Source: an optimization exercise on an open RTL-to-GDS flow (aim: small area and a short achievable clock period). Production flows keep margins and buffers that such runs may drop.
Only simulation tests tie the RTL to the original design; equivalence was not proved.
No activity file was given, so power comes from the tool's default toggle rates.

== JK ==
Design top_module, start of the top module:
module top_module(clk,data_in,data_rdy,cipher_out);
input clk,data_in;
input [1:0] data_rdy;
output cipher_out;
wire load = data_rdy[0] ^ data_rdy[1];    
wire key_bit;
wire key_tail;
reg [5:0] bit_cnt;
reg       par;
reg [4:0] lfsr;     
reg j_0, j_lt2, j_lt8, j_gt59, j_gt60;
reg cst;
wire last = &bit_cnt;
always @(posedge clk)
begin
	if (load) begin
		bit_cnt <= 6'd0;
		par     <= 1'b0;
		lfsr    <= 5'b11111;
	end else begin
		bit_cnt <= bit_cnt + 6'd1;
		if (last) begin
			par  <= ~par;
			lfsr <= {lfsr[4] ^ lfsr[2] ^ lfsr[1] ^ lfsr[0], lfsr[4:1]};
		end
	end
end
always @(posedge clk)
begin
	j_0    <= load | last;
	j_lt2  <= load | last | j_0;
	j_lt8  <= load | last | (bit_cnt[5:3] == 3'd0 && bit_cnt[2:0] != 3'd7);
	j_gt59 <= ~load & (bit_cnt == 6'd59 || (bit_cnt[5:2] == 4'hF && !last));
	j_gt60 <= ~load & (bit_cnt[5:2] == 4'hF && !last);
	cst    <= load | (last ? lfsr[1] ^ ~par : bit_cnt != 6'd0);
end
simon_datapath_shiftreg datapath(.clk(clk), .load(load), .load_in(key_tail), .key_in(key_bit),
  ...
Settings: LEC_CHECK=0, ABC_CLOCK_PERIOD_IN_PS=1000, CAP_MARGIN=20, CORE_MARGIN=2, CORE_UTILIZATION=70, CTS_BUF_LIST=sky130_fd_sc_hd__clkbuf_16, CTS_CLUSTER_DIAMETER=50, CTS_CLUSTER_SIZE=25, SETUP_SLACK_MARGIN=1.8, SLEW_MARGIN=20; clock period 3.3 ns.
run.sh (not shown) runs the stock make flow with config.mk's settings and CLKGATE_MAP_FILE= SYNTH_SCRIPT=/design/flow/synth_recipe.tcl, a recipe that flattens the netlist after the stock synthesis.
No stage failed in JK, and the final checks on the layout all came back clean.
Input changes introduced in MS (baseline for comparison: JK):
--- a/flow/config.mk
+++ b/flow/config.mk
@@ -10,7 +10,7 @@
 export CORE_MARGIN = 2
-export CORE_UTILIZATION = 70
+export CORE_UTILIZATION = 60
 export CTS_BUF_LIST = sky130_fd_sc_hd__clkbuf_16
-export CTS_CLUSTER_DIAMETER = 50
-export CTS_CLUSTER_SIZE = 25
-export SETUP_SLACK_MARGIN = 1.8
+export CTS_CLUSTER_DIAMETER = 60
+export CTS_CLUSTER_SIZE = 30
+export SETUP_SLACK_MARGIN = 2.0
 export SLEW_MARGIN = 20
Findings:
Clock group share of total power: MS vs JK up 1.4 points
Between JK and MS, wire length of the first global-routing pass decreased.
Worst hold-check slack of JK is on par with MS.
JK → MS: minimum period implied by the final worst setup slack fell 0.019 ns, sequential share of layout area fell 1.8 points.
Global-route met2 utilization for MS: 7.8 points down relative to JK
Sort MS and JK by final area asc -> top: JK
The inputs of AL differ from those of MS as listed below.
--- a/flow/config.mk
+++ b/flow/config.mk
@@ -7,3 +7,2 @@
 export LEC_CHECK = 0
-export ABC_CLOCK_PERIOD_IN_PS = 1000
 export CAP_MARGIN = 20
@@ -11,5 +10,2 @@
 export CORE_UTILIZATION = 60
-export CTS_BUF_LIST = sky130_fd_sc_hd__clkbuf_16
-export CTS_CLUSTER_DIAMETER = 60
-export CTS_CLUSTER_SIZE = 30
 export SETUP_SLACK_MARGIN = 2.0
==> results.txt <==
AL completed; timing, DRC and antenna clean
Summary: with MS as the reference, first-iteration DRC count in AL moved up by more than 10%.
As far as first-pass detailed-route iteration total goes, MS and AL are indistinguishable; the numbers are identical.
AL against MS; wire length reported by the detailed router is up by a few percent.
Against MS, AL comes in 0.72 mW higher on overall power of the completed layout.
Between MS and AL, final worst-path setup slack is lower for AL, MS comes in above that.
[inputs] TR vs AL
--- a/flow/config.mk
+++ b/flow/config.mk
@@ -7,2 +7,3 @@
 export LEC_CHECK = 0
+export ABC_CLOCK_PERIOD_IN_PS = 1000
 export CAP_MARGIN = 20
@@ -10,3 +11,6 @@
 export CORE_UTILIZATION = 60
-export SETUP_SLACK_MARGIN = 2.0
+export CTS_BUF_LIST = sky130_fd_sc_hd__clkbuf_16
+export CTS_CLUSTER_DIAMETER = 80
+export CTS_CLUSTER_SIZE = 35
+export SETUP_SLACK_MARGIN = 1.8
 export SLEW_MARGIN = 20
--- outcome ---
All of TR and AL finish clean. The post-route cell area number comes out higher for AL vs TR. AL → TR: post-detailed-routing wire length -8.8%, standby leakage power down 9.4%.


Another version of the RTL of top_module (not shown whole).
Size in the first run: ~340 cells after synthesis, ~270 flip-flops, ~5900 sq um of cells after synthesis.
// top_module
module top_module(clk,data_in,data_rdy,cipher_out);
input clk,data_in;
input [1:0] data_rdy;
output cipher_out;
wire load = data_rdy[0] ^ data_rdy[1];    
wire key_bit;
wire key_tail;
reg [5:0] bit_cnt;
reg       par;
reg [4:0] lfsr;     
always @(posedge clk)
begin
	if (load) begin
		bit_cnt <= 6'd0;
		par     <= 1'b0;
		lfsr    <= 5'b11111;
	end else begin
		bit_cnt <= bit_cnt + 6'd1;
		if (&bit_cnt) begin
			par  <= ~par;
			lfsr <= {lfsr[4] ^ lfsr[2] ^ lfsr[1] ^ lfsr[0], lfsr[4:1]};
		end
	end
end
wire z_value = lfsr[0] ^ par;
simon_datapath_shiftreg datapath(.clk(clk), .load(load), .load_in(key_tail), .key_in(key_bit),
                                 .bit_cnt(bit_cnt), .cipher_out(cipher_out));
simon_key_expansion_shiftreg key_exp(.clk(clk), .load(load), .data_in(data_in), .bit_cnt(bit_cnt),
                                     .z_value(z_value), .key_out(key_bit), .tail_out(key_tail));
endmodule
Settings: LEC_CHECK=0, CAP_MARGIN=20, CORE_MARGIN=2, CORE_UTILIZATION=40, SLEW_MARGIN=20; clock period 3.3 ns.
The starting point finished clean.
Next try:
CORE_UTILIZATION = 60   (was 40)
SETUP_SLACK_MARGIN = 2.0   (was unset)
Cell count shrinks by 8.1%.
Cell area shrinks by 0.86%.
First-iteration DRC count fell by 52%.
Global-route usage goes up by 3.8 points.
Count of clock-buffer cells in the layout is higher by 1.
Wire length went down by 4.6%.
Core utilization grows by 24 points.
Hold slack gains 12 ps.

static timing again, ports no longer ideal:
Ports are ideal in the flow. The routed layouts listed here were re-timed in OpenROAD. Step 1: set_driving_cell puts a clkbuf_16 on clk and a buf_2 on each other input, an assumption about the parent block. Step 2 adds t to the input delays and takes it off the output delays; t is the mean of the earliest and latest rising clock arrival at the registers after step 1. Input paths then give back, and output paths get back, about the clock's delay inside the block. Three values: no drivers, after step 1, after step 2; two values: the first two.
run	t (ns)	setup WS [ns]	worst setup path at the end
JK	0.499	1.720 / 1.685 / 1.511	input to register
MS	0.495	1.739 / 1.703 / 1.587	input to register
AL	0.585	1.648 / 1.617 / 1.546	input to register
TR	0.482	1.739 / 1.701 / 1.426	input to register
the first run of note 2	0.522	1.213 / 1.175 / 0.745	input to register
the second run of note 2	0.585	1.481 / 1.481 / 1.185	input to register
After both steps every run listed still meets setup and hold. For the first run of note 2, which loses most, drivers alone change the setup slack by -0.038 ns; drivers and shift together by -0.468 ns.
